Context: an optimization exercise on an open-source flow, tuned for small area. The choices shown serve that exercise and are no tape-out recipe. Function was checked by simulation only, so behaviour that the tests miss may differ from the original. Power and IR drop assume default switching activity.

==> flow/design.v <==
module pe_first (
    input clk,
    input rst,
    input [7:0] a_in,
    input [7:0] b_in,
    output reg [15:0] accum_out
);
  wire two1;
  wire n2;
  wire m0_0_5;
  wire p0_0_7;
  wire m0_1_9;
  wire p0_1_11;
  wire m0_2_13;
  wire p0_2_15;
  wire m0_3_17;
  wire p0_3_19;
  wire m0_4_21;
  wire p0_4_23;
  wire m0_5_25;
  wire p0_5_27;
  wire m0_6_29;
  wire p0_6_31;
  wire m0_7_33;
  wire p0_7_35;
  wire m0_8_37;
  wire p0_8_39;
  wire one41;
  wire eq43;
  wire two45;
  wire m1_0_47;
  wire p1_0_49;
  wire m1_1_51;
  wire p1_1_53;
  wire m1_2_55;
  wire p1_2_57;
  wire m1_3_59;
  wire p1_3_61;
  wire m1_4_63;
  wire p1_4_65;
  wire m1_5_67;
  wire p1_5_69;
  wire m1_6_71;
  wire p1_6_73;
  wire m1_7_75;
  wire p1_7_77;
  wire m1_8_79;
  wire p1_8_81;
  wire one83;
  wire eq85;
  wire two87;
  wire m2_0_89;
  wire p2_0_91;
  wire m2_1_93;
  wire p2_1_95;
  wire m2_2_97;
  wire p2_2_99;
  wire m2_3_101;
  wire p2_3_103;
  wire m2_4_105;
  wire p2_4_107;
  wire m2_5_109;
  wire p2_5_111;
  wire m2_6_113;
  wire p2_6_115;
  wire m2_7_117;
  wire p2_7_119;
  wire m2_8_121;
  wire p2_8_123;
  wire one125;
  wire eq127;
  wire two129;
  wire m3_0_131;
  wire p3_0_133;
  wire m3_1_135;
  wire p3_1_137;
  wire m3_2_139;
  wire p3_2_141;
  wire m3_3_143;
  wire p3_3_145;
  wire m3_4_147;
  wire p3_4_149;
  wire m3_5_151;
  wire p3_5_153;
  wire m3_6_155;
  wire p3_6_157;
  wire m3_7_159;
  wire p3_7_161;
  wire m3_8_163;
  wire p3_8_165;
  wire s167;
  wire c168;
  wire s170;
  wire c171;
  wire s173;
  wire c174;
  wire s176;
  wire c177;
  wire s179;
  wire c180;
  wire s182;
  wire c183;
  wire s185;
  wire c186;
  wire s188;
  wire c189;
  wire s191;
  wire c192;
  wire s194;
  wire c195;
  wire s197;
  wire c198;
  wire s200;
  wire k201;
  wire s204;
  wire c205;
  wire s207;
  wire c208;
  wire s210;
  wire c211;
  wire s213;
  wire k214;
  wire pn215;
  wire gn216;
  wire s221;
  wire c222;
  wire s224;
  wire c225;
  wire s227;
  wire c228;
  wire s230;
  wire k231;
  wire s234;
  wire c235;
  wire s237;
  wire c238;
  wire s240;
  wire c241;
  wire s244;
  wire k245;
  wire pn246;
  wire gn247;
  wire s252;
  wire c253;
  wire s255;
  wire c256;
  wire s258;
  wire c259;
  wire s262;
  wire k263;
  wire s266;
  wire c267;
  wire s269;
  wire c270;
  wire s272;
  wire k273;
  wire pn274;
  wire gn275;
  wire s280;
  wire c281;
  wire s283;
  wire c284;
  wire s287;
  wire k288;
  wire s291;
  wire c292;
  wire s294;
  wire k295;
  wire pn296;
  wire gn297;
  wire s302;
  wire c303;
  wire s306;
  wire k307;
  wire s310;
  wire k311;
  wire pn312;
  wire gn313;
  wire x318;
  c_inv g3 (.a(b_in[1]), .y(n2));
  c_nor2 g4 (.a(b_in[0]), .b(n2), .y(two1));
  c_nand2 g6 (.a(b_in[0]), .b(a_in[0]), .y(m0_0_5));
  c_xnor2 g8 (.a(m0_0_5), .b(b_in[1]), .y(p0_0_7));
  c_a22oi g10 (.a1(b_in[0]), .a2(a_in[1]), .b1(two1), .b2(a_in[0]), .y(m0_1_9));
  c_xnor2 g12 (.a(m0_1_9), .b(b_in[1]), .y(p0_1_11));
  c_a22oi g14 (.a1(b_in[0]), .a2(a_in[2]), .b1(two1), .b2(a_in[1]), .y(m0_2_13));
  c_xnor2 g16 (.a(m0_2_13), .b(b_in[1]), .y(p0_2_15));
  c_a22oi g18 (.a1(b_in[0]), .a2(a_in[3]), .b1(two1), .b2(a_in[2]), .y(m0_3_17));
  c_xnor2 g20 (.a(m0_3_17), .b(b_in[1]), .y(p0_3_19));
  c_a22oi g22 (.a1(b_in[0]), .a2(a_in[4]), .b1(two1), .b2(a_in[3]), .y(m0_4_21));
  c_xnor2 g24 (.a(m0_4_21), .b(b_in[1]), .y(p0_4_23));
  c_a22oi g26 (.a1(b_in[0]), .a2(a_in[5]), .b1(two1), .b2(a_in[4]), .y(m0_5_25));
  c_xnor2 g28 (.a(m0_5_25), .b(b_in[1]), .y(p0_5_27));
  c_a22oi g30 (.a1(b_in[0]), .a2(a_in[6]), .b1(two1), .b2(a_in[5]), .y(m0_6_29));
  c_xnor2 g32 (.a(m0_6_29), .b(b_in[1]), .y(p0_6_31));
  c_a22oi g34 (.a1(b_in[0]), .a2(a_in[7]), .b1(two1), .b2(a_in[6]), .y(m0_7_33));
  c_xnor2 g36 (.a(m0_7_33), .b(b_in[1]), .y(p0_7_35));
  c_a22oi g38 (.a1(b_in[0]), .a2(a_in[7]), .b1(two1), .b2(a_in[7]), .y(m0_8_37));
  c_xor2 g40 (.a(m0_8_37), .b(b_in[1]), .y(p0_8_39));
  c_xor2 g42 (.a(b_in[2]), .b(b_in[1]), .y(one41));
  c_xnor2 g44 (.a(b_in[3]), .b(b_in[2]), .y(eq43));
  c_nor2 g46 (.a(one41), .b(eq43), .y(two45));
  c_nand2 g48 (.a(one41), .b(a_in[0]), .y(m1_0_47));
  c_xnor2 g50 (.a(m1_0_47), .b(b_in[3]), .y(p1_0_49));
  c_a22oi g52 (.a1(one41), .a2(a_in[1]), .b1(two45), .b2(a_in[0]), .y(m1_1_51));
  c_xnor2 g54 (.a(m1_1_51), .b(b_in[3]), .y(p1_1_53));
  c_a22oi g56 (.a1(one41), .a2(a_in[2]), .b1(two45), .b2(a_in[1]), .y(m1_2_55));
  c_xnor2 g58 (.a(m1_2_55), .b(b_in[3]), .y(p1_2_57));
  c_a22oi g60 (.a1(one41), .a2(a_in[3]), .b1(two45), .b2(a_in[2]), .y(m1_3_59));
  c_xnor2 g62 (.a(m1_3_59), .b(b_in[3]), .y(p1_3_61));
  c_a22oi g64 (.a1(one41), .a2(a_in[4]), .b1(two45), .b2(a_in[3]), .y(m1_4_63));
  c_xnor2 g66 (.a(m1_4_63), .b(b_in[3]), .y(p1_4_65));
  c_a22oi g68 (.a1(one41), .a2(a_in[5]), .b1(two45), .b2(a_in[4]), .y(m1_5_67));
  c_xnor2 g70 (.a(m1_5_67), .b(b_in[3]), .y(p1_5_69));
  c_a22oi g72 (.a1(one41), .a2(a_in[6]), .b1(two45), .b2(a_in[5]), .y(m1_6_71));
  c_xnor2 g74 (.a(m1_6_71), .b(b_in[3]), .y(p1_6_73));
  c_a22oi g76 (.a1(one41), .a2(a_in[7]), .b1(two45), .b2(a_in[6]), .y(m1_7_75));
  c_xnor2 g78 (.a(m1_7_75), .b(b_in[3]), .y(p1_7_77));
  c_a22oi g80 (.a1(one41), .a2(a_in[7]), .b1(two45), .b2(a_in[7]), .y(m1_8_79));
  c_xor2 g82 (.a(m1_8_79), .b(b_in[3]), .y(p1_8_81));
  c_xor2 g84 (.a(b_in[4]), .b(b_in[3]), .y(one83));
  c_xnor2 g86 (.a(b_in[5]), .b(b_in[4]), .y(eq85));
  c_nor2 g88 (.a(one83), .b(eq85), .y(two87));
  c_nand2 g90 (.a(one83), .b(a_in[0]), .y(m2_0_89));
  c_xnor2 g92 (.a(m2_0_89), .b(b_in[5]), .y(p2_0_91));
  c_a22oi g94 (.a1(one83), .a2(a_in[1]), .b1(two87), .b2(a_in[0]), .y(m2_1_93));
  c_xnor2 g96 (.a(m2_1_93), .b(b_in[5]), .y(p2_1_95));
  c_a22oi g98 (.a1(one83), .a2(a_in[2]), .b1(two87), .b2(a_in[1]), .y(m2_2_97));
  c_xnor2 g100 (.a(m2_2_97), .b(b_in[5]), .y(p2_2_99));
  c_a22oi g102 (.a1(one83), .a2(a_in[3]), .b1(two87), .b2(a_in[2]), .y(m2_3_101));
  c_xnor2 g104 (.a(m2_3_101), .b(b_in[5]), .y(p2_3_103));
  c_a22oi g106 (.a1(one83), .a2(a_in[4]), .b1(two87), .b2(a_in[3]), .y(m2_4_105));
  c_xnor2 g108 (.a(m2_4_105), .b(b_in[5]), .y(p2_4_107));
  c_a22oi g110 (.a1(one83), .a2(a_in[5]), .b1(two87), .b2(a_in[4]), .y(m2_5_109));
  c_xnor2 g112 (.a(m2_5_109), .b(b_in[5]), .y(p2_5_111));
  c_a22oi g114 (.a1(one83), .a2(a_in[6]), .b1(two87), .b2(a_in[5]), .y(m2_6_113));
  c_xnor2 g116 (.a(m2_6_113), .b(b_in[5]), .y(p2_6_115));
  c_a22oi g118 (.a1(one83), .a2(a_in[7]), .b1(two87), .b2(a_in[6]), .y(m2_7_117));
  c_xnor2 g120 (.a(m2_7_117), .b(b_in[5]), .y(p2_7_119));
  c_a22oi g122 (.a1(one83), .a2(a_in[7]), .b1(two87), .b2(a_in[7]), .y(m2_8_121));
  c_xor2 g124 (.a(m2_8_121), .b(b_in[5]), .y(p2_8_123));
  c_xor2 g126 (.a(b_in[6]), .b(b_in[5]), .y(one125));
  c_xnor2 g128 (.a(b_in[7]), .b(b_in[6]), .y(eq127));
  c_nor2 g130 (.a(one125), .b(eq127), .y(two129));
  c_nand2 g132 (.a(one125), .b(a_in[0]), .y(m3_0_131));
  c_xnor2 g134 (.a(m3_0_131), .b(b_in[7]), .y(p3_0_133));
  c_a22oi g136 (.a1(one125), .a2(a_in[1]), .b1(two129), .b2(a_in[0]), .y(m3_1_135));
  c_xnor2 g138 (.a(m3_1_135), .b(b_in[7]), .y(p3_1_137));
  c_a22oi g140 (.a1(one125), .a2(a_in[2]), .b1(two129), .b2(a_in[1]), .y(m3_2_139));
  c_xnor2 g142 (.a(m3_2_139), .b(b_in[7]), .y(p3_2_141));
  c_a22oi g144 (.a1(one125), .a2(a_in[3]), .b1(two129), .b2(a_in[2]), .y(m3_3_143));
  c_xnor2 g146 (.a(m3_3_143), .b(b_in[7]), .y(p3_3_145));
  c_a22oi g148 (.a1(one125), .a2(a_in[4]), .b1(two129), .b2(a_in[3]), .y(m3_4_147));
  c_xnor2 g150 (.a(m3_4_147), .b(b_in[7]), .y(p3_4_149));
  c_a22oi g152 (.a1(one125), .a2(a_in[5]), .b1(two129), .b2(a_in[4]), .y(m3_5_151));
  c_xnor2 g154 (.a(m3_5_151), .b(b_in[7]), .y(p3_5_153));
  c_a22oi g156 (.a1(one125), .a2(a_in[6]), .b1(two129), .b2(a_in[5]), .y(m3_6_155));
  c_xnor2 g158 (.a(m3_6_155), .b(b_in[7]), .y(p3_6_157));
  c_a22oi g160 (.a1(one125), .a2(a_in[7]), .b1(two129), .b2(a_in[6]), .y(m3_7_159));
  c_xnor2 g162 (.a(m3_7_159), .b(b_in[7]), .y(p3_7_161));
  c_a22oi g164 (.a1(one125), .a2(a_in[7]), .b1(two129), .b2(a_in[7]), .y(m3_8_163));
  c_xor2 g166 (.a(m3_8_163), .b(b_in[7]), .y(p3_8_165));
  c_ha g169 (.a(b_in[1]), .b(p0_0_7), .s(s167), .c(c168));
  c_ha g172 (.a(c168), .b(p0_1_11), .s(s170), .c(c171));
  c_fa g175 (.a(b_in[3]), .b(p0_2_15), .ci(p1_0_49), .s(s173), .c(c174));
  c_ha g178 (.a(c171), .b(s173), .s(s176), .c(c177));
  c_fa g181 (.a(p0_3_19), .b(c174), .ci(p1_1_53), .s(s179), .c(c180));
  c_ha g184 (.a(c177), .b(s179), .s(s182), .c(c183));
  c_fa g187 (.a(b_in[5]), .b(p0_4_23), .ci(p2_0_91), .s(s185), .c(c186));
  c_fa g190 (.a(s185), .b(p1_2_57), .ci(c180), .s(s188), .c(c189));
  c_ha g193 (.a(c183), .b(s188), .s(s191), .c(c192));
  c_fa g196 (.a(p0_5_27), .b(c186), .ci(p1_3_61), .s(s194), .c(c195));
  c_fa g199 (.a(p2_1_95), .b(s194), .ci(c189), .s(s197), .c(c198));
  c_xor2 g202 (.a(s197), .b(c192), .y(s200));
  c_nand2 g203 (.a(s197), .b(c192), .y(k201));
  c_ha g206 (.a(b_in[7]), .b(p0_6_31), .s(s204), .c(c205));
  c_fa g209 (.a(p3_0_133), .b(s204), .ci(p1_4_65), .s(s207), .c(c208));
  c_fa g212 (.a(p2_2_99), .b(c195), .ci(s207), .s(s210), .c(c211));
  c_xnor2 g217 (.a(s210), .b(c198), .y(pn215));
  c_nand2 g218 (.a(s210), .b(c198), .y(gn216));
  c_xor2 g219 (.a(pn215), .b(k201), .y(s213));
  c_o21ai g220 (.a1(pn215), .a2(k201), .b1(gn216), .y(k214));
  c_fa g223 (.a(p0_7_35), .b(c205), .ci(p1_5_69), .s(s221), .c(c222));
  c_fa g226 (.a(p2_3_103), .b(p3_1_137), .ci(c208), .s(s224), .c(c225));
  c_fa g229 (.a(s221), .b(c211), .ci(s224), .s(s227), .c(c228));
  c_xor2 g232 (.a(s227), .b(k214), .y(s230));
  c_nand2 g233 (.a(s227), .b(k214), .y(k231));
  c_fa g236 (.a(p0_8_39), .b(p1_6_73), .ci(p2_4_107), .s(s234), .c(c235));
  c_fa g239 (.a(p3_2_141), .b(c222), .ci(s234), .s(s237), .c(c238));
  c_xnor2 g242 (.a(c225), .b(s237), .y(s240));
  c_or2 g243 (.a(c225), .b(s237), .y(c241));
  c_xnor2 g248 (.a(s240), .b(c228), .y(pn246));
  c_nand2 g249 (.a(s240), .b(c228), .y(gn247));
  c_xor2 g250 (.a(pn246), .b(k231), .y(s244));
  c_o21ai g251 (.a1(pn246), .a2(k231), .b1(gn247), .y(k245));
  c_fa g254 (.a(p1_7_77), .b(p2_5_111), .ci(p3_3_145), .s(s252), .c(c253));
  c_fa g257 (.a(c235), .b(s252), .ci(c238), .s(s255), .c(c256));
  c_xnor2 g260 (.a(c241), .b(s255), .y(s258));
  c_or2 g261 (.a(c241), .b(s255), .y(c259));
  c_xor2 g264 (.a(s258), .b(k245), .y(s262));
  c_nand2 g265 (.a(s258), .b(k245), .y(k263));
  c_fa g268 (.a(p1_8_81), .b(p2_6_115), .ci(p3_4_149), .s(s266), .c(c267));
  c_fa g271 (.a(c253), .b(s266), .ci(c256), .s(s269), .c(c270));
  c_xnor2 g276 (.a(c259), .b(s269), .y(pn274));
  c_nand2 g277 (.a(c259), .b(s269), .y(gn275));
  c_xor2 g278 (.a(pn274), .b(k263), .y(s272));
  c_o21ai g279 (.a1(pn274), .a2(k263), .b1(gn275), .y(k273));
  c_fa g282 (.a(p2_7_119), .b(p3_5_153), .ci(c267), .s(s280), .c(c281));
  c_xnor2 g285 (.a(s280), .b(c270), .y(s283));
  c_or2 g286 (.a(s280), .b(c270), .y(c284));
  c_xor2 g289 (.a(s283), .b(k273), .y(s287));
  c_nand2 g290 (.a(s283), .b(k273), .y(k288));
  c_fa g293 (.a(p2_8_123), .b(p3_6_157), .ci(c281), .s(s291), .c(c292));
  c_xnor2 g298 (.a(s291), .b(c284), .y(pn296));
  c_nand2 g299 (.a(s291), .b(c284), .y(gn297));
  c_xor2 g300 (.a(pn296), .b(k288), .y(s294));
  c_o21ai g301 (.a1(pn296), .a2(k288), .b1(gn297), .y(k295));
  c_xnor2 g304 (.a(p3_7_161), .b(c292), .y(s302));
  c_or2 g305 (.a(p3_7_161), .b(c292), .y(c303));
  c_xor2 g308 (.a(s302), .b(k295), .y(s306));
  c_nand2 g309 (.a(s302), .b(k295), .y(k307));
  c_xnor2 g314 (.a(p3_8_165), .b(c303), .y(pn312));
  c_nand2 g315 (.a(p3_8_165), .b(c303), .y(gn313));
  c_xor2 g316 (.a(pn312), .b(k307), .y(s310));
  c_o21ai g317 (.a1(pn312), .a2(k307), .b1(gn313), .y(k311));
  c_inv g319 (.a(k311), .y(x318));
  wire [15:0] sum = {x318, s310, s306, s294, s287, s272, s262, s244, s230, s213, s200, s191, s182, s176, s170, s167};
  always @(posedge clk or posedge rst) begin
    if (rst)
      accum_out <= 16'd0;
    else
      accum_out <= sum;
  end
endmodule
module pe_acc (
    input clk,
    input rst,
    input [7:0] a_in,
    input [7:0] b_in,
    input [15:0] accum_in,
    output reg [15:0] accum_out
);
  wire two1;
  wire n2;
  wire m0_0_5;
  wire p0_0_7;
  wire m0_1_9;
  wire p0_1_11;
  wire m0_2_13;
  wire p0_2_15;
  wire m0_3_17;
  wire p0_3_19;
  wire m0_4_21;
  wire p0_4_23;
  wire m0_5_25;
  wire p0_5_27;
  wire m0_6_29;
  wire p0_6_31;
  wire m0_7_33;
  wire p0_7_35;
  wire m0_8_37;
  wire p0_8_39;
  wire one41;
  wire eq43;
  wire two45;
  wire m1_0_47;
  wire p1_0_49;
  wire m1_1_51;
  wire p1_1_53;
  wire m1_2_55;
  wire p1_2_57;
  wire m1_3_59;
  wire p1_3_61;
  wire m1_4_63;
  wire p1_4_65;
  wire m1_5_67;
  wire p1_5_69;
  wire m1_6_71;
  wire p1_6_73;
  wire m1_7_75;
  wire p1_7_77;
  wire m1_8_79;
  wire p1_8_81;
  wire one83;
  wire eq85;
  wire two87;
  wire m2_0_89;
  wire p2_0_91;
  wire m2_1_93;
  wire p2_1_95;
  wire m2_2_97;
  wire p2_2_99;
  wire m2_3_101;
  wire p2_3_103;
  wire m2_4_105;
  wire p2_4_107;
  wire m2_5_109;
  wire p2_5_111;
  wire m2_6_113;
  wire p2_6_115;
  wire m2_7_117;
  wire p2_7_119;
  wire m2_8_121;
  wire p2_8_123;
  wire one125;
  wire eq127;
  wire two129;
  wire m3_0_131;
  wire p3_0_133;
  wire m3_1_135;
  wire p3_1_137;
  wire m3_2_139;
  wire p3_2_141;
  wire m3_3_143;
  wire p3_3_145;
  wire m3_4_147;
  wire p3_4_149;
  wire m3_5_151;
  wire p3_5_153;
  wire m3_6_155;
  wire p3_6_157;
  wire m3_7_159;
  wire p3_7_161;
  wire m3_8_163;
  wire p3_8_165;
  wire s167;
  wire c168;
  wire s170;
  wire c171;
  wire s173;
  wire c174;
  wire s176;
  wire c177;
  wire s179;
  wire c180;
  wire s182;
  wire c183;
  wire s185;
  wire c186;
  wire s188;
  wire c189;
  wire s191;
  wire c192;
  wire s194;
  wire c195;
  wire s197;
  wire c198;
  wire s200;
  wire k201;
  wire p202;
  wire g203;
  wire s207;
  wire c208;
  wire s210;
  wire c211;
  wire s213;
  wire c214;
  wire s216;
  wire k217;
  wire pn218;
  wire gn219;
  wire s224;
  wire c225;
  wire s227;
  wire c228;
  wire s230;
  wire c231;
  wire s233;
  wire k234;
  wire p235;
  wire g236;
  wire s240;
  wire c241;
  wire s243;
  wire c244;
  wire s246;
  wire c247;
  wire s249;
  wire s251;
  wire k252;
  wire pn253;
  wire gn254;
  wire s259;
  wire c260;
  wire s262;
  wire c263;
  wire s265;
  wire c266;
  wire s268;
  wire c269;
  wire s272;
  wire k273;
  wire s276;
  wire c277;
  wire s279;
  wire c280;
  wire s282;
  wire c283;
  wire s285;
  wire k286;
  wire pn287;
  wire gn288;
  wire s293;
  wire c294;
  wire s296;
  wire c297;
  wire s299;
  wire c300;
  wire s303;
  wire k304;
  wire s307;
  wire c308;
  wire s310;
  wire c311;
  wire s313;
  wire k314;
  wire pn315;
  wire gn316;
  wire s321;
  wire c322;
  wire s324;
  wire c325;
  wire s328;
  wire k329;
  wire s332;
  wire c333;
  wire s335;
  wire k336;
  wire pn337;
  wire gn338;
  wire x343;
  wire x345;
  c_inv g3 (.a(b_in[1]), .y(n2));
  c_nor2 g4 (.a(b_in[0]), .b(n2), .y(two1));
  c_nand2 g6 (.a(b_in[0]), .b(a_in[0]), .y(m0_0_5));
  c_xnor2 g8 (.a(m0_0_5), .b(b_in[1]), .y(p0_0_7));
  c_a22oi g10 (.a1(b_in[0]), .a2(a_in[1]), .b1(two1), .b2(a_in[0]), .y(m0_1_9));
  c_xnor2 g12 (.a(m0_1_9), .b(b_in[1]), .y(p0_1_11));
  c_a22oi g14 (.a1(b_in[0]), .a2(a_in[2]), .b1(two1), .b2(a_in[1]), .y(m0_2_13));
  c_xnor2 g16 (.a(m0_2_13), .b(b_in[1]), .y(p0_2_15));
  c_a22oi g18 (.a1(b_in[0]), .a2(a_in[3]), .b1(two1), .b2(a_in[2]), .y(m0_3_17));
  c_xnor2 g20 (.a(m0_3_17), .b(b_in[1]), .y(p0_3_19));
  c_a22oi g22 (.a1(b_in[0]), .a2(a_in[4]), .b1(two1), .b2(a_in[3]), .y(m0_4_21));
  c_xnor2 g24 (.a(m0_4_21), .b(b_in[1]), .y(p0_4_23));
  c_a22oi g26 (.a1(b_in[0]), .a2(a_in[5]), .b1(two1), .b2(a_in[4]), .y(m0_5_25));
  c_xnor2 g28 (.a(m0_5_25), .b(b_in[1]), .y(p0_5_27));
  c_a22oi g30 (.a1(b_in[0]), .a2(a_in[6]), .b1(two1), .b2(a_in[5]), .y(m0_6_29));
  c_xnor2 g32 (.a(m0_6_29), .b(b_in[1]), .y(p0_6_31));
  c_a22oi g34 (.a1(b_in[0]), .a2(a_in[7]), .b1(two1), .b2(a_in[6]), .y(m0_7_33));
  c_xnor2 g36 (.a(m0_7_33), .b(b_in[1]), .y(p0_7_35));
  c_a22oi g38 (.a1(b_in[0]), .a2(a_in[7]), .b1(two1), .b2(a_in[7]), .y(m0_8_37));
  c_xor2 g40 (.a(m0_8_37), .b(b_in[1]), .y(p0_8_39));
  c_xor2 g42 (.a(b_in[2]), .b(b_in[1]), .y(one41));
  c_xnor2 g44 (.a(b_in[3]), .b(b_in[2]), .y(eq43));
  c_nor2 g46 (.a(one41), .b(eq43), .y(two45));
  c_nand2 g48 (.a(one41), .b(a_in[0]), .y(m1_0_47));
  c_xnor2 g50 (.a(m1_0_47), .b(b_in[3]), .y(p1_0_49));
  c_a22oi g52 (.a1(one41), .a2(a_in[1]), .b1(two45), .b2(a_in[0]), .y(m1_1_51));
  c_xnor2 g54 (.a(m1_1_51), .b(b_in[3]), .y(p1_1_53));
  c_a22oi g56 (.a1(one41), .a2(a_in[2]), .b1(two45), .b2(a_in[1]), .y(m1_2_55));
  c_xnor2 g58 (.a(m1_2_55), .b(b_in[3]), .y(p1_2_57));
  c_a22oi g60 (.a1(one41), .a2(a_in[3]), .b1(two45), .b2(a_in[2]), .y(m1_3_59));
  c_xnor2 g62 (.a(m1_3_59), .b(b_in[3]), .y(p1_3_61));
  c_a22oi g64 (.a1(one41), .a2(a_in[4]), .b1(two45), .b2(a_in[3]), .y(m1_4_63));
  c_xnor2 g66 (.a(m1_4_63), .b(b_in[3]), .y(p1_4_65));
  c_a22oi g68 (.a1(one41), .a2(a_in[5]), .b1(two45), .b2(a_in[4]), .y(m1_5_67));
  c_xnor2 g70 (.a(m1_5_67), .b(b_in[3]), .y(p1_5_69));
  c_a22oi g72 (.a1(one41), .a2(a_in[6]), .b1(two45), .b2(a_in[5]), .y(m1_6_71));
  c_xnor2 g74 (.a(m1_6_71), .b(b_in[3]), .y(p1_6_73));
  c_a22oi g76 (.a1(one41), .a2(a_in[7]), .b1(two45), .b2(a_in[6]), .y(m1_7_75));
  c_xnor2 g78 (.a(m1_7_75), .b(b_in[3]), .y(p1_7_77));
  c_a22oi g80 (.a1(one41), .a2(a_in[7]), .b1(two45), .b2(a_in[7]), .y(m1_8_79));
  c_xor2 g82 (.a(m1_8_79), .b(b_in[3]), .y(p1_8_81));
  c_xor2 g84 (.a(b_in[4]), .b(b_in[3]), .y(one83));
  c_xnor2 g86 (.a(b_in[5]), .b(b_in[4]), .y(eq85));
  c_nor2 g88 (.a(one83), .b(eq85), .y(two87));
  c_nand2 g90 (.a(one83), .b(a_in[0]), .y(m2_0_89));
  c_xnor2 g92 (.a(m2_0_89), .b(b_in[5]), .y(p2_0_91));
  c_a22oi g94 (.a1(one83), .a2(a_in[1]), .b1(two87), .b2(a_in[0]), .y(m2_1_93));
  c_xnor2 g96 (.a(m2_1_93), .b(b_in[5]), .y(p2_1_95));
  c_a22oi g98 (.a1(one83), .a2(a_in[2]), .b1(two87), .b2(a_in[1]), .y(m2_2_97));
  c_xnor2 g100 (.a(m2_2_97), .b(b_in[5]), .y(p2_2_99));
  c_a22oi g102 (.a1(one83), .a2(a_in[3]), .b1(two87), .b2(a_in[2]), .y(m2_3_101));
  c_xnor2 g104 (.a(m2_3_101), .b(b_in[5]), .y(p2_3_103));
  c_a22oi g106 (.a1(one83), .a2(a_in[4]), .b1(two87), .b2(a_in[3]), .y(m2_4_105));
  c_xnor2 g108 (.a(m2_4_105), .b(b_in[5]), .y(p2_4_107));
  c_a22oi g110 (.a1(one83), .a2(a_in[5]), .b1(two87), .b2(a_in[4]), .y(m2_5_109));
  c_xnor2 g112 (.a(m2_5_109), .b(b_in[5]), .y(p2_5_111));
  c_a22oi g114 (.a1(one83), .a2(a_in[6]), .b1(two87), .b2(a_in[5]), .y(m2_6_113));
  c_xnor2 g116 (.a(m2_6_113), .b(b_in[5]), .y(p2_6_115));
  c_a22oi g118 (.a1(one83), .a2(a_in[7]), .b1(two87), .b2(a_in[6]), .y(m2_7_117));
  c_xnor2 g120 (.a(m2_7_117), .b(b_in[5]), .y(p2_7_119));
  c_a22oi g122 (.a1(one83), .a2(a_in[7]), .b1(two87), .b2(a_in[7]), .y(m2_8_121));
  c_xor2 g124 (.a(m2_8_121), .b(b_in[5]), .y(p2_8_123));
  c_xor2 g126 (.a(b_in[6]), .b(b_in[5]), .y(one125));
  c_xnor2 g128 (.a(b_in[7]), .b(b_in[6]), .y(eq127));
  c_nor2 g130 (.a(one125), .b(eq127), .y(two129));
  c_nand2 g132 (.a(one125), .b(a_in[0]), .y(m3_0_131));
  c_xnor2 g134 (.a(m3_0_131), .b(b_in[7]), .y(p3_0_133));
  c_a22oi g136 (.a1(one125), .a2(a_in[1]), .b1(two129), .b2(a_in[0]), .y(m3_1_135));
  c_xnor2 g138 (.a(m3_1_135), .b(b_in[7]), .y(p3_1_137));
  c_a22oi g140 (.a1(one125), .a2(a_in[2]), .b1(two129), .b2(a_in[1]), .y(m3_2_139));
  c_xnor2 g142 (.a(m3_2_139), .b(b_in[7]), .y(p3_2_141));
  c_a22oi g144 (.a1(one125), .a2(a_in[3]), .b1(two129), .b2(a_in[2]), .y(m3_3_143));
  c_xnor2 g146 (.a(m3_3_143), .b(b_in[7]), .y(p3_3_145));
  c_a22oi g148 (.a1(one125), .a2(a_in[4]), .b1(two129), .b2(a_in[3]), .y(m3_4_147));
  c_xnor2 g150 (.a(m3_4_147), .b(b_in[7]), .y(p3_4_149));
  c_a22oi g152 (.a1(one125), .a2(a_in[5]), .b1(two129), .b2(a_in[4]), .y(m3_5_151));
  c_xnor2 g154 (.a(m3_5_151), .b(b_in[7]), .y(p3_5_153));
  c_a22oi g156 (.a1(one125), .a2(a_in[6]), .b1(two129), .b2(a_in[5]), .y(m3_6_155));
  c_xnor2 g158 (.a(m3_6_155), .b(b_in[7]), .y(p3_6_157));
  c_a22oi g160 (.a1(one125), .a2(a_in[7]), .b1(two129), .b2(a_in[6]), .y(m3_7_159));
  c_xnor2 g162 (.a(m3_7_159), .b(b_in[7]), .y(p3_7_161));
  c_a22oi g164 (.a1(one125), .a2(a_in[7]), .b1(two129), .b2(a_in[7]), .y(m3_8_163));
  c_xor2 g166 (.a(m3_8_163), .b(b_in[7]), .y(p3_8_165));
  c_fa g169 (.a(accum_in[0]), .b(b_in[1]), .ci(p0_0_7), .s(s167), .c(c168));
  c_fa g172 (.a(accum_in[1]), .b(c168), .ci(p0_1_11), .s(s170), .c(c171));
  c_fa g175 (.a(accum_in[2]), .b(b_in[3]), .ci(p0_2_15), .s(s173), .c(c174));
  c_fa g178 (.a(p1_0_49), .b(c171), .ci(s173), .s(s176), .c(c177));
  c_fa g181 (.a(accum_in[3]), .b(p0_3_19), .ci(c174), .s(s179), .c(c180));
  c_fa g184 (.a(p1_1_53), .b(c177), .ci(s179), .s(s182), .c(c183));
  c_fa g187 (.a(accum_in[4]), .b(b_in[5]), .ci(p0_4_23), .s(s185), .c(c186));
  c_fa g190 (.a(p2_0_91), .b(s185), .ci(p1_2_57), .s(s188), .c(c189));
  c_fa g193 (.a(c180), .b(s188), .ci(c183), .s(s191), .c(c192));
  c_fa g196 (.a(accum_in[5]), .b(p0_5_27), .ci(c186), .s(s194), .c(c195));
  c_fa g199 (.a(p1_3_61), .b(p2_1_95), .ci(s194), .s(s197), .c(c198));
  c_ha g204 (.a(c189), .b(s197), .s(p202), .c(g203));
  c_xor2 g205 (.a(p202), .b(c192), .y(s200));
  c_a21oi g206 (.a1(p202), .a2(c192), .b1(g203), .y(k201));
  c_fa g209 (.a(accum_in[6]), .b(b_in[7]), .ci(p0_6_31), .s(s207), .c(c208));
  c_fa g212 (.a(p3_0_133), .b(s207), .ci(p1_4_65), .s(s210), .c(c211));
  c_fa g215 (.a(p2_2_99), .b(c195), .ci(s210), .s(s213), .c(c214));
  c_xnor2 g220 (.a(c198), .b(s213), .y(pn218));
  c_nand2 g221 (.a(c198), .b(s213), .y(gn219));
  c_xor2 g222 (.a(pn218), .b(k201), .y(s216));
  c_o21ai g223 (.a1(pn218), .a2(k201), .b1(gn219), .y(k217));
  c_fa g226 (.a(accum_in[7]), .b(p0_7_35), .ci(c208), .s(s224), .c(c225));
  c_fa g229 (.a(p1_5_69), .b(p2_3_103), .ci(p3_1_137), .s(s227), .c(c228));
  c_fa g232 (.a(s224), .b(c211), .ci(s227), .s(s230), .c(c231));
  c_ha g237 (.a(c214), .b(s230), .s(p235), .c(g236));
  c_xor2 g238 (.a(p235), .b(k217), .y(s233));
  c_a21oi g239 (.a1(p235), .a2(k217), .b1(g236), .y(k234));
  c_fa g242 (.a(accum_in[8]), .b(p0_8_39), .ci(p1_6_73), .s(s240), .c(c241));
  c_fa g245 (.a(p2_4_107), .b(p3_2_141), .ci(c225), .s(s243), .c(c244));
  c_fa g248 (.a(c228), .b(s240), .ci(s243), .s(s246), .c(c247));
  c_inv g250 (.a(s246), .y(s249));
  c_xnor2 g255 (.a(c231), .b(s249), .y(pn253));
  c_nand2 g256 (.a(c231), .b(s249), .y(gn254));
  c_xor2 g257 (.a(pn253), .b(k234), .y(s251));
  c_o21ai g258 (.a1(pn253), .a2(k234), .b1(gn254), .y(k252));
  c_fa g261 (.a(accum_in[9]), .b(p1_7_77), .ci(p2_5_111), .s(s259), .c(c260));
  c_fa g264 (.a(p3_3_145), .b(c241), .ci(s259), .s(s262), .c(c263));
  c_fa g267 (.a(c244), .b(s262), .ci(c247), .s(s265), .c(c266));
  c_xnor2 g270 (.a(s246), .b(s265), .y(s268));
  c_or2 g271 (.a(s246), .b(s265), .y(c269));
  c_xor2 g274 (.a(s268), .b(k252), .y(s272));
  c_nand2 g275 (.a(s268), .b(k252), .y(k273));
  c_fa g278 (.a(accum_in[10]), .b(p1_8_81), .ci(p2_6_115), .s(s276), .c(c277));
  c_fa g281 (.a(p3_4_149), .b(c260), .ci(s276), .s(s279), .c(c280));
  c_fa g284 (.a(c263), .b(s279), .ci(c266), .s(s282), .c(c283));
  c_xnor2 g289 (.a(c269), .b(s282), .y(pn287));
  c_nand2 g290 (.a(c269), .b(s282), .y(gn288));
  c_xor2 g291 (.a(pn287), .b(k273), .y(s285));
  c_o21ai g292 (.a1(pn287), .a2(k273), .b1(gn288), .y(k286));
  c_fa g295 (.a(accum_in[11]), .b(p2_7_119), .ci(p3_5_153), .s(s293), .c(c294));
  c_fa g298 (.a(c277), .b(s293), .ci(c280), .s(s296), .c(c297));
  c_xnor2 g301 (.a(s296), .b(c283), .y(s299));
  c_or2 g302 (.a(s296), .b(c283), .y(c300));
  c_xor2 g305 (.a(s299), .b(k286), .y(s303));
  c_nand2 g306 (.a(s299), .b(k286), .y(k304));
  c_fa g309 (.a(accum_in[12]), .b(p2_8_123), .ci(p3_6_157), .s(s307), .c(c308));
  c_fa g312 (.a(c294), .b(s307), .ci(c297), .s(s310), .c(c311));
  c_xnor2 g317 (.a(s310), .b(c300), .y(pn315));
  c_nand2 g318 (.a(s310), .b(c300), .y(gn316));
  c_xor2 g319 (.a(pn315), .b(k304), .y(s313));
  c_o21ai g320 (.a1(pn315), .a2(k304), .b1(gn316), .y(k314));
  c_fa g323 (.a(accum_in[13]), .b(p3_7_161), .ci(c308), .s(s321), .c(c322));
  c_xnor2 g326 (.a(s321), .b(c311), .y(s324));
  c_or2 g327 (.a(s321), .b(c311), .y(c325));
  c_xor2 g330 (.a(s324), .b(k314), .y(s328));
  c_nand2 g331 (.a(s324), .b(k314), .y(k329));
  c_fa g334 (.a(accum_in[14]), .b(p3_8_165), .ci(c322), .s(s332), .c(c333));
  c_xnor2 g339 (.a(s332), .b(c325), .y(pn337));
  c_nand2 g340 (.a(s332), .b(c325), .y(gn338));
  c_xor2 g341 (.a(pn337), .b(k329), .y(s335));
  c_o21ai g342 (.a1(pn337), .a2(k329), .b1(gn338), .y(k336));
  c_xnor2 g344 (.a(accum_in[15]), .b(c333), .y(x343));
  c_xor2 g346 (.a(x343), .b(k336), .y(x345));
  wire [15:0] sum = {x345, s335, s328, s313, s303, s285, s272, s251, s233, s216, s200, s191, s182, s176, s170, s167};
  always @(posedge clk or posedge rst) begin
    if (rst)
      accum_out <= 16'd0;
    else
      accum_out <= sum;
  end
endmodule
module c_inv (input a, output y);
  assign y = ~a;
endmodule
module c_and2 (input a, input b, output y);
  assign y = a & b;
endmodule
module c_nand2 (input a, input b, output y);
  assign y = ~(a & b);
endmodule
module c_nor2 (input a, input b, output y);
  assign y = ~(a | b);
endmodule
module c_or2 (input a, input b, output y);
  assign y = a | b;
endmodule
module c_xor2 (input a, input b, output y);
  assign y = a ^ b;
endmodule
module c_xnor2 (input a, input b, output y);
  assign y = ~(a ^ b);
endmodule
module c_a21oi (input a1, input a2, input b1, output y);
  assign y = ~((a1 & a2) | b1);
endmodule
module c_o21ai (input a1, input a2, input b1, output y);
  assign y = ~((a1 | a2) & b1);
endmodule
module c_a22oi (input a1, input a2, input b1, input b2, output y);
  assign y = ~((a1 & a2) | (b1 & b2));
endmodule
module c_ha (input a, input b, output s, output c);
  assign s = a ^ b;
  assign c = a & b;
endmodule
module c_fa (input a, input b, input ci, output s, output c);
  assign s = a ^ b ^ ci;
  assign c = (a & b) | (a & ci) | (b & ci);
endmodule
module systolic_array #(parameter DATA_WIDTH = 8, SIZE = 4) (
    input clk,
    input rst,
    input [DATA_WIDTH*SIZE*SIZE-1:0] a_in,
    input [DATA_WIDTH*SIZE*SIZE-1:0] b_in,
    output [2*DATA_WIDTH*SIZE*SIZE-1:0] result
);
wire [2*DATA_WIDTH-1:0] accum [0:SIZE-1][0:SIZE-1];
generate
    genvar i, j;
    for (i = 0; i < SIZE; i = i + 1) begin : row
        for (j = 0; j < SIZE; j = j + 1) begin : col
            if (i == 0) begin : first
                pe_first pe (
                    .clk(clk), .rst(rst),
                    .a_in(a_in[(i * SIZE + j) * DATA_WIDTH +: DATA_WIDTH]),
                    .b_in(b_in[(i * SIZE + j) * DATA_WIDTH +: DATA_WIDTH]),
                    .accum_out(accum[i][j])
                );
            end else begin : rest
                pe_acc pe (
                    .clk(clk), .rst(rst),
                    .a_in(a_in[(i * SIZE + j) * DATA_WIDTH +: DATA_WIDTH]),
                    .b_in(b_in[(i * SIZE + j) * DATA_WIDTH +: DATA_WIDTH]),
                    .accum_in(accum[i-1][j]),
                    .accum_out(accum[i][j])
                );
            end
            assign result[(i * SIZE + j) * 2 * DATA_WIDTH +: 2 * DATA_WIDTH] = accum[i][j];
        end
    end
endgenerate
endmodule
==> flow/flow/run.sh <==
#!/bin/bash
# Layout flow: the standard ORFS flow (standard.sh), with
#  - the AOI21 and AOI22 gates that synthesis sized to drive strength 2 set back to
#    drive strength 1 (same function; timing repair may upsize them again),
#  - the port buffers made from the smallest buffer cell (buf_1) instead of
#    the default delay buffer, and
#  - clock tree synthesis with smaller clusters of clkbuf_8 and no dummy loads.
# Each tool's full output is in the ORFS logs under orfs/logs/; the make
# output is in synth.log and standard.log.
set -euo pipefail
export BUFFER_PORTS_ARGS="-buffer_cell sky130_fd_sc_hd__buf_1"
export CTS_ARGS="-sink_clustering_enable -repair_clock_nets -dont_use_dummy_load -sink_clustering_size 14 -sink_clustering_max_diameter 80 -buf_list {sky130_fd_sc_hd__clkbuf_4 sky130_fd_sc_hd__clkbuf_8}"
RES=orfs/results/sky130hd/systolic_array/base
bash standard.sh synth > synth.log 2>&1
sed -i -e "s/sky130_fd_sc_hd__a21oi_2 /sky130_fd_sc_hd__a21oi_1 /" -e "s/sky130_fd_sc_hd__a22oi_2 /sky130_fd_sc_hd__a22oi_1 /" $RES/1_2_yosys.v
rm -f $RES/1_synth.odb $RES/1_synth.sdc
bash standard.sh > standard.log 2>&1
==> flow/standard.sh <==
#!/bin/bash
# synth_recipe.tcl (not shown) runs the flow's synth.tcl, then flattens the netlist and writes it again
# the make line also repeats each setting of config.mk as NAME=value (left out here)
make -C /OpenROAD-flow-scripts/flow DESIGN_CONFIG=/design/flow/config.mk WORK_HOME=/design/flow/orfs CLKGATE_MAP_FILE= SYNTH_SCRIPT=/design/flow/synth_recipe.tcl "${@:-finish}"
==> flow/config.mk <==
export PLATFORM = sky130hd
export DESIGN_NAME = systolic_array
export DESIGN_NICKNAME = systolic_array
export VERILOG_FILES = /design/flow/design.v
export SDC_FILE = /design/flow/constraint.sdc
export NUM_CORES = 4
export LEC_CHECK = 0
export CAP_MARGIN = 20
export CORE_MARGIN = 2
export CORE_UTILIZATION = 40
export GPL_TIMING_DRIVEN = 0
export SLEW_MARGIN = 20
export SYNTH_HIERARCHICAL = 1
==> flow/constraint.sdc <==
create_clock -name core_clock -period 6.5 [get_ports {clk}]
set_input_delay 1.3000 -clock core_clock [delete_from_list [all_inputs] [get_ports {clk}]]
set_output_delay 1.3000 -clock core_clock [all_outputs]
set_load 0.01 [all_outputs]
==> results.sh, run 1 <==
export IMPL_tightest_slew_ps=932
export IMPL_crit_slowest_cell="buf_1"
export IMPL_nNetsFinal=4044
export IMPL_status="finished clean"
export IMPL_ff_latch_area_mm2=0.00641
export IMPL_postCtsSetupBuffers=0
export IMPL_syn_avg_cell_area_um2=11.2
export IMPL_path_clk_slew_ps=100
export IMPL_cts_hold_buf=0
export IMPL_synth_cells=2732
export IMPL_drive_gt1_share_pct=0.977
export IMPL_clock_latency_ps=650
export IMPL_cp_top_family="adder cells"
export IMPL_setup_viol=0
export IMPL_cp_max_fo=12
export IMPL_die_h_um=281
export IMPL_max_slew_margin_pct=37.6
export IMPL_finalHoldViolCount=0
export IMPL_holdCritPathClass="flip-flop to flip-flop"
export IMPL_cts_tree="done"
export IMPL_path_class="input pin to flip-flop"
export IMPL_finalWirelength_mm=80.8
export IMPL_multi_input_area_mm2=0.0241
export IMPL_grt_pass1_wl_mm=125
export IMPL_grt_usage_pct=20.0
export IMPL_fmax_mhz=162
export IMPL_initial_utilization_pct=40.5
export IMPL_end_kind="flip-flop"
export IMPL_p_leak_nw=12.4
export IMPL_cts_buffers_inserted=30
export IMPL_viasPerCell=5.14
export IMPL_die_w_um=281
export IMPL_cts_resized_gates=0
export IMPL_drc=0
export IMPL_core_mm2=0.0759
export IMPL_report_final_slew_viol_count=0
export IMPL_io_pins=514
export IMPL_power_density_mw_per_mm2=681
export IMPL_port_buffers=513
export IMPL_num_fill_cells=7322
export IMPL_clock_path_buffers=3
export IMPL_post_route_util_pct=45.3
export IMPL_rsz0062_at_grt="no"
export IMPL_holdWs_ps=518
export IMPL_grt_overflow=0
export IMPL_hpwlAfterDp_mm=67.3
export IMPL_synth_area_mm2=0.0307
export IMPL_grt_start_max_net_pins=17
export IMPL_cp_buffers_inverters=2
export IMPL_syn_nets=3498
export IMPL_post_route_period_util_pct=94.7
export IMPL_cts_root_buf="clkbuf_8"
export IMPL_timing_critical_path_cells="buf_1 -> inv_1 -> nor2_1 -> a22oi_1 -> xnor2_1 -> fa_1 -> fa_1 -> fa_1 -> fa_1 -> fa_1 -> fa_1 -> xnor2_1 -> o21ai_1 -> nand2_1 -> o21ai_1 -> nand2_1 -> o21ai_1 -> xor2_1"
export IMPL_grt_pass1_vias=22200
export IMPL_vias=22200
export IMPL_antenna_found_initial=18
export IMPL_start_kind="input pin"
export IMPL_skew_ps=58.7
export IMPL_route_antenna_remaining_nets=0
export IMPL_dieArea_mm2=0.0791
export IMPL_syn2layout_area_growth_pct=12.0
export IMPL_fin_crit_ps=6160
export IMPL_wire_per_inst_um=18.7
export IMPL_crit_required_ps=7090
export IMPL_worstPathArrival_ps=6740
export IMPL_cts_sinks=256
export IMPL_gp_congestion=0.925
export IMPL_firstDrtPassIters=6
export IMPL_drt_iter0_drc=1534
export IMPL_peakVddDrop_mv=0.338
export IMPL_h_tree_depth=1
export IMPL_ys_warn_count=9
export IMPL_slowest_delay_ps=620
export IMPL_cap_violations=0
export IMPL_critPathMostFrequentCell="fa_1"
export IMPL_num_rows=101
## worst paths after layout
check	slack (ps)	start	cells past startpoint	endpoint
setup reg to reg	2120	row[2].col[0].rest.pe.accum_out[6]$_DFF_PP0_	13	row[3].col[0].rest.pe.accum_out[15]$_DFF_PP0_
max in group asynchronous	4980	rst	3	row[3].col[2].rest.pe.accum_out[13]$_DFF_PP0_
hold / removal	520	row[2].col[0].rest.pe.accum_out[1]$_DFF_PP0_	1	row[3].col[0].rest.pe.accum_out[1]$_DFF_PP0_
hold reg to reg	520	row[2].col[0].rest.pe.accum_out[1]$_DFF_PP0_	1	row[3].col[0].rest.pe.accum_out[1]$_DFF_PP0_
setup / recovery	340	b_in[81]	18	row[2].col[2].rest.pe.accum_out[15]$_DFF_PP0_
min in group asynchronous	760	rst	2	row[0].col[0].first.pe.accum_out[13]$_DFF_PP0_
## state kept, by name (all words and copies together) (netlist names)
signal and count:
row.col.first.pe.accum_out 64, row.col.rest.pe.accum_out 192
## report_power, final
part           internal (mW)  total [mW]  switching [mW]  leakage [nW]
logic                   8.42        18.6            10.2          9.18
registers               3.02        3.84           0.816          2.98
clock network          0.404       0.976           0.572         0.216
## per-stage QoR
step	area, µm²	instances	TNS (ps)	setup WS (ps)	total power [mW]
after floorplan	30700	2732	0	1070	18.7
after global placement	33900	4275	-331	-97.7	22.3
after global routing	34400	4320	0	134	26.4
after detailed placement	34000	4276	-781	-258	22.8
final	34400	4323	0	341	23.4
after CTS	34400	4306	0	484	23.9
## cell type report
| cell class | count | area share (%) |
|---|---|---|
| inverters | 48 | 0.523 |
| clock buffers | 30 | 1.20 |
| well taps | 1030 | 3.74 |
| flip-flops and latches | 256 | 18.6 |
| repair buffers | 514 | 5.66 |
| multi-input cells | 2428 | 70.1 |
| diodes | 17 | 0.124 |
## cells in the final DEF (no fill, tap or decap), drive strengths merged
cell / count
xnor2: 704
o21ai: 80
inv: 48
a21oi: 24
ha: 48
or2: 52
diode: 17
xor2: 284
a22oi: 512
clkbuf: 30
nor2: 64
nand2: 200
fa: 460
buf: 514
dfrtp: 256
## metal layers
metal	GRT usage, %	share of wire, %	up-vias
li1	-	-	10500
met1	28.3	46	11000
met2	31.8	46	579
met3	1.99	4.2	128
met4	7.10	3.5	6
met5	0	0.046	-
==> run 2, diff against run 1 <==
==> flow/flow/run.sh (replaced) <==
#!/bin/bash
# Layout flow: the standard ORFS flow (standard.sh), with
#  - the AOI21 and AOI22 gates that synthesis sized to drive strength 2 set back to
#    drive strength 1 (same function; timing repair may upsize them again),
#  - the port buffers made from the smallest buffer cell (buf_1) instead of
#    the default delay buffer, and
#  - clock tree synthesis with small clusters of clkbuf_4 and no dummy loads.
# Each tool's full output is in the ORFS logs under orfs/logs/; the make
# output is in synth.log and standard.log.
set -euo pipefail
export BUFFER_PORTS_ARGS="-buffer_cell sky130_fd_sc_hd__buf_1"
export CTS_ARGS="-sink_clustering_enable -repair_clock_nets -dont_use_dummy_load -sink_clustering_size 10 -sink_clustering_max_diameter 60 -buf_list {sky130_fd_sc_hd__clkbuf_4}"
RES=orfs/results/sky130hd/systolic_array/base
bash standard.sh synth > synth.log 2>&1
sed -i -e "s/sky130_fd_sc_hd__a21oi_2 /sky130_fd_sc_hd__a21oi_1 /" -e "s/sky130_fd_sc_hd__a22oi_2 /sky130_fd_sc_hd__a22oi_1 /" $RES/1_2_yosys.v
rm -f $RES/1_synth.odb $RES/1_synth.sdc
bash standard.sh > standard.log 2>&1
==> run 2 against run 1 <==
  * Combinational power about the same
  * First-iteration DRC count decreased by 8.5%
  * Largest cell class unchanged
  * Largest power group unchanged
  * Synthesized area stayed put
  * Die area is the same
==> results.sh, run 2 <==
export IMPL_h_tree_depth=2
export IMPL_report_final_slew_viol_count=0
export IMPL_cts_sinks=256
export IMPL_cts_tree="done"
export IMPL_critPathMostFrequentCell="fa_1"
export IMPL_cp_top_family="adder cells"
export IMPL_viasPerCell=5.12
export IMPL_multi_input_area_mm2=0.0241
export IMPL_vias=22200
export IMPL_ys_warn_count=9
export IMPL_grt_pass1_wl_mm=125
export IMPL_grt_usage_pct=20.0
export IMPL_status="finished clean"
export IMPL_clock_latency_ps=750
export IMPL_rsz0062_at_grt="no"
export IMPL_timing_critical_path_cells="buf_1 -> inv_1 -> nor2_1 -> a22oi_1 -> xnor2_1 -> fa_1 -> fa_1 -> fa_1 -> fa_1 -> fa_1 -> fa_1 -> xnor2_1 -> o21ai_1 -> nand2_1 -> o21ai_1 -> nand2_1 -> o21ai_1 -> xor2_1"
export IMPL_worstPathArrival_ps=6740
export IMPL_p_int_mw=11.7
export IMPL_place_area_mm2=0.0340
export IMPL_netSwitchingFraction_pct=49.7
export IMPL_finalSetupTns_ps=0
export IMPL_ff_latch_area_mm2=0.00641
export IMPL_finalWorstSetupSlack_ps=443
export IMPL_power_density_mw_per_mm2=678
export IMPL_firstDrtPassIters=6
export IMPL_path_class="input pin to flip-flop"
export IMPL_antenna_found_initial=20
export IMPL_largest_reg_flops=192
export IMPL_p_leak_nw=12.3
export IMPL_grt_start_max_net_pins=17
export IMPL_total_power_mw=23.3
export IMPL_cts_hold_buf=0
export IMPL_cp_buffers_inverters=2
export IMPL_num_rows=101
export IMPL_cap_violations=0
export IMPL_grt_pass1_vias=22200
export IMPL_finalWirelength_mm=80.7
export IMPL_peakVddDrop_mv=0.339
export IMPL_max_slew_margin_pct=37.3
export IMPL_combPwrFrac_pct=80.0
export IMPL_cp_max_fo=12
export IMPL_start_kind="input pin"
export IMPL_io_pins=514
export IMPL_reg_largest_list="row.col.rest.pe.accum_out x192, row.col.first.pe.accum_out x64"
export IMPL_grt_overflow=0
export IMPL_syn_avg_cell_area_um2=11.2
export IMPL_path_clk_slew_ps=110
export IMPL_clock_path_buffers=3
export IMPL_die_w_um=281
export IMPL_synth_area_mm2=0.0307
export IMPL_slowest_delay_ps=610
export IMPL_skew_ps=73.8
export IMPL_setup_viol=0
export IMPL_end_kind="flip-flop"
export IMPL_fin_crit_ps=6060
export IMPL_post_route_period_util_pct=93.2
export IMPL_postCtsSetupBuffers=0
export IMPL_p_seq_share_pct=16.5
export IMPL_wire_per_inst_um=18.6
export IMPL_port_buffers=513
export IMPL_hpwlAfterDp_mm=67.3
export IMPL_layout_commonest_cell="xnor2_1"
export IMPL_holdCritPathClass="flip-flop to flip-flop"
export IMPL_dieArea_mm2=0.0791
export IMPL_die_h_um=281
export IMPL_fin_area_mm2=0.0343
export IMPL_p_clk_share_pct=3.6
export IMPL_syn2layout_area_growth_pct=11.7
export IMPL_tightest_slew_ps=937
export IMPL_cts_root_buf="clkbuf_4"
export IMPL_crit_slowest_cell="buf_1"
export IMPL_drc=0
export IMPL_power_switching_mw=11.6
export IMPL_crit_required_ps=7190
export IMPL_num_fill_cells=7348
export IMPL_synth_cells=2732
export IMPL_final_cell_mix="xnor2_1, a22oi_1, buf_1"
export IMPL_nNetsFinal=4054
export IMPL_top_register="row.col.rest.pe.accum_out"
export IMPL_gp_congestion=0.925
export IMPL_initial_utilization_pct=40.5
export IMPL_finalHoldViolCount=0
export IMPL_drive_gt1_share_pct=1.28
export IMPL_route_antenna_remaining_nets=0
export IMPL_cts_buffers_inserted=40
export IMPL_cts_resized_gates=0
export IMPL_fmax_mhz=165
export IMPL_syn_nets=3498
export IMPL_core_mm2=0.0759
export IMPL_place_ws_ps=-258
export IMPL_drt_iter0_drc=1404
==> run 2: final cells by class <==
cell class / count / area share, %
inverter: 48 / 0.525
tap: 1030 / 3.76
antenna: 18 / 0.131
multi-input combinational: 2428 / 70.4
clock buffer: 40 / 0.875
timing repair buffer: 514 / 5.67
sequential: 256 / 18.7
==> run 2: path summary, 6_finish.rpt <==
kind,start,endpoint,slack (ps),depth (start not counted)
setup / recovery,b_in[81],row[2].col[2].rest.pe.accum_out[15]$_DFF_PP0_,440,18
hold / removal,row[0].col[0].first.pe.accum_out[0]$_DFF_PP0_,row[1].col[0].rest.pe.accum_out[0]$_DFF_PP0_,580,1
setup reg to reg,row[2].col[0].rest.pe.accum_out[6]$_DFF_PP0_,row[3].col[0].rest.pe.accum_out[15]$_DFF_PP0_,2150,13
hold reg to reg,row[0].col[0].first.pe.accum_out[0]$_DFF_PP0_,row[1].col[0].rest.pe.accum_out[0]$_DFF_PP0_,580,1
max in group asynchronous,rst,row[3].col[2].rest.pe.accum_out[13]$_DFF_PP0_,5070,3
min in group asynchronous,rst,row[0].col[0].first.pe.accum_out[13]$_DFF_PP0_,630,2
==> run 2: routing by layer <==
layer  part of all wire (%)  vias to the layer above  global-route usage, %  routed length (µm)
li1                       -                    10500                      -                   -
met1                     46                    11000                   28.3               36900
met2                     46                      542                   31.7               37400
met3                    4.2                      121                   2.34                3350
met4                    3.7                        8                   7.50                2950
met5                  0.056                        -                      0                  45
==> run 2: power by group through the flow <==
| stage | logic [mW] | clock network, mW | registers (mW) |
|---|---|---|---|
| floorplan | 14.7 | 0 | 3.98 |
| global placement | 18.4 | 0 | 3.89 |
| detailed placement | 18.9 | 0 | 3.90 |
| CTS | 18.9 | 0.901 | 3.86 |
| global route | 21.3 | 0.953 | 3.96 |
| finish | 18.6 | 0.829 | 3.83 |
==> run 2: stage by stage <==
| step | std cells | hold slack [ps] | util, % |
|---|---|---|---|
| detailed placement | 4276 | 572 | 44.7 |
| CTS | 4316 | 515 | 45.1 |
| global placement | 4275 | 554 | 44.7 |
| floorplan | 2732 | 604 | - |
| finish | 4334 | 580 | 45.2 |
| global route | 4331 | 595 | 45.2 |

==> separate check: timing with driven ports <==
How much do the figures lean on ideal ports? The routed layouts below were timed once more, with nothing changed but the port constraints.
Step 1 (the two cells are an assumption about what drives the block):
set clk [get_ports {clk}]
set_driving_cell -lib_cell sky130_fd_sc_hd__clkbuf_16 $clk
set_driving_cell -lib_cell sky130_fd_sc_hd__buf_2 [delete_from_list [all_inputs] $clk]
Step 2 times the ports against the registers' clock, not the clock port: input delays grow and output delays shrink by t, the midpoint of the rising clock arrivals with the driver on.
Three values: no drivers, after step 1, after step 2; two values: the first two.
run | t (ns) | slack for setup (ns) | worst setup path after step 2 | worst data-port slew with drivers (ns)
run 1 | 0.678 | 0.341 / 0.360 / -0.318 | input to register | 0.10
run 2 | 0.764 | 0.443 / 0.459 / -0.305 | input to register | 0.10
Met with ideal ports but missed after step 2: setup timing in run 1 and run 2. The setup slack of run 2, which loses most, moves by +0.016 ns with the drivers and by -0.748 ns with both steps.
